From an optimization exercise on the open Yosys and OpenROAD flow, aimed at small area; shortcuts taken in it are not production practice.
Only simulation tests tie the RTL to the original design; equivalence was not proved.
Power figures rest on the tool's default switching activity, not on a simulated workload.

== the baseline ==
==> flow/design.v (excerpt) <==
module project2(dip,btn,clk,rst,anodes,cathodes,leds);
input [4:0] dip;
input [3:0] btn;
input clk;
input rst;
output [3:0] anodes;
output [6:0] cathodes;
output [7:0] leds;
reg [12:0] c1;
reg [6:0] c2;
reg sc1, sc2;
wire w1 = (c1 == 13'd1354);
wire w2 = (c2 == 7'd45);
wire tick1 = w1 & ~sc1;   
wire tick2 = w2 & ~sc2;   
always @(posedge clk) begin
	if (rst | w1) c1 <= 13'd0;
	else c1 <= {c1[11:0], ~(c1[12] ^ c1[11] ^ c1[10])};
	if (rst | w2) c2 <= 7'd0;
	else c2 <= {c2[5:0], ~(c2[6] ^ c2[5])};
	if (rst) begin
		sc1 <= 1'b0; sc2 <= 1'b0;
	end else begin
		if (w1) sc1 <= ~sc1;
		if (w2) sc2 <= ~sc2;
	end
end
reg unl, pau;
reg [1:0] seg;               
reg [3:0] r0, r1, r2;        
reg [1:0] r3;
reg dead;                    
reg [3:0] flag;              
reg [4:0] rem;               
reg [12:0] t;                
reg led;
reg [1:0] dm;                
reg [1:0] ds;                
wire loc = ~unl & ~pau;
wire [1:0] segn = seg + 2'd1;
wire texp = t[12] & t[9] & t[8] & t[7] & t[3] & t[0];    
wire pexp = t[11] & t[8] & t[7] & t[6] & t[2] & t[0];    
wire valid = (dip[3:0] == 4'b0001) | (dip[3:0] == 4'b0010) |
             (dip[3:0] == 4'b0100) | (dip[3:0] == 4'b1000);
wire [3:0] nw = valid ? (btn & ~flag) : 4'd0;
wire [2:0] np = nw[0] + nw[1] + nw[2] + nw[3];
wire [5:0] remd = {1'b0, rem} - {3'b000, np};
wire over = remd[5];
wire [3:0] rsel = ({4{dip[0]}} & r0) | ({4{dip[1]}} & r1) |
                  ({4{dip[2]}} & r2) | ({4{dip[3]}} & {2'b00, r3});
wire [4:0] diff = {1'b0, rsel} - {1'b0, nw};
wire deadn = dead | diff[4];
wire unlock = ~deadn & (diff[3:0] == 4'd0) &
  ...
For scale: roughly 390 cells after synthesis, roughly 68 flip-flops, roughly 30 I/O pins.
clock: 12.0 ns
lec_check: 0
cap_margin: 20
core_margin: 2
core_utilization: 70
place_density: 0.8
slew_margin: 20
standard.sh (not shown) runs the stock make flow with config.mk's settings and CLKGATE_MAP_FILE= SYNTH_SCRIPT=/design/flow/synth_recipe.tcl, a recipe that flattens the netlist after the stock synthesis.
==> flow/flow/run.sh <==
#!/bin/bash
# Own layout flow: the standard ORFS flow (standard.sh) with
#  - an area-oriented ABC script in synthesis (flow/area.abc) and no
#    separate full/half-adder cell mapping; registers are mapped by the
#    standard synthesis exactly as before, only the logic between them changes;
#  - minimum-size buffers on the input and output ports;
#  - a clock tree without dummy balancing loads.
# Each tool's output goes to the ORFS logs under orfs/logs; make's own output
# goes to flow_make.log here.
set -euo pipefail
here=$(pwd)
flowdir=$here/flow
cat > "$here/own_synth.tcl" <<EOT
proc abc {args} {
  set i [lsearch \$args -script]
  if {\$i >= 0} { set args [lreplace \$args \$i [expr {\$i+1}] -script $flowdir/area.abc] }
  set j [lsearch \$args -D]
  if {\$j >= 0} { set args [lreplace \$args \$j [expr {\$j+1}]] }
  yosys abc {*}\$args
}
source $here/synth_recipe.tcl
EOT
sed "s#SYNTH_SCRIPT=[^ ]*#SYNTH_SCRIPT=$here/own_synth.tcl#" standard.sh > own_standard.sh
bash own_standard.sh ADDER_MAP_FILE= \
  "BUFFER_PORTS_ARGS=-buffer_cell sky130_fd_sc_hd__buf_1" \
  "CTS_ARGS=-sink_clustering_enable -repair_clock_nets -dont_use_dummy_load -buf_list {sky130_fd_sc_hd__clkbuf_4 sky130_fd_sc_hd__clkbuf_8}" \
  finish > flow_make.log 2>&1
mkdir -p logs_copy
cp -r orfs/logs/* logs_copy/ 2>/dev/null || true
==> flow/flow/area.abc <==
strash
dc2
dch -f
amap
topo
The baseline finished all stages; the layout is clean.
Here is what was changed in the inputs of the candidate compared with the baseline.
diff --git a/flow/flow/run.sh b/flow/flow/run.sh
--- a/flow/flow/run.sh
+++ b/flow/flow/run.sh
@@ -26 +26 @@
-  "CTS_ARGS=-sink_clustering_enable -repair_clock_nets -dont_use_dummy_load -buf_list {sky130_fd_sc_hd__clkbuf_4 sky130_fd_sc_hd__clkbuf_8}" \
+  "CTS_ARGS=-sink_clustering_enable -repair_clock_nets -dont_use_dummy_load -buf_list {sky130_fd_sc_hd__clkbuf_4}" \
==> run summary <==
- Relative to the baseline, signed area change from the synthesized netlist to the final layout has decreased by 1.9 points in the candidate.
- The candidate ended with less transition time of the tightest slew-check pin than the baseline.
- Relative to the baseline, post-route clock period utilization decreased by 1.5 points in the candidate.
- Across both runs, global-route usage was lower for the candidate than for the baseline.
- [the candidate] minimum hold slack fell 0.0090 ns relative to the baseline
- For the clock group share of total power, the candidate came in 6.3 points lower than the baseline did.
- Power consumed by combinational cells | the candidate below the baseline
- Diff the candidate and the baseline: design area higher in the baseline
- Going from the baseline to the candidate, overall power consumption now smaller, worst setup slack now larger.

[port drivers added, routing unchanged]
In the flow no input, the clock included, has a driving cell. The finished layouts below were timed again as built, in two steps.
Step 1: set_driving_cell puts a clkbuf_16 on clk and a buf_2 on each other input, an assumption about the parent block.
Step 2 times the ports against the registers' clock, not the clock port: input delays grow and output delays shrink by t, the midpoint of the rising clock arrivals with the driver on.
Three values: ideal, step 1, step 2; two values: the first two.
| run | t (ns) | slack for setup (ns) | clock arrival spread, ns | worst slew at a driven data input, ns |
|---|---|---|---|---|
| the baseline | 0.358 | 4.377 / 4.382 / 4.023 | 0.021 / 0.021 | 0.03 |
| the candidate | 0.422 | 4.557 / 4.564 / 4.142 | 0.036 / 0.036 | 0.03 |
After both steps every run listed still meets setup and hold. The setup slack of the candidate, which loses most, moves by +0.007 ns with the drivers and by -0.415 ns with both steps.
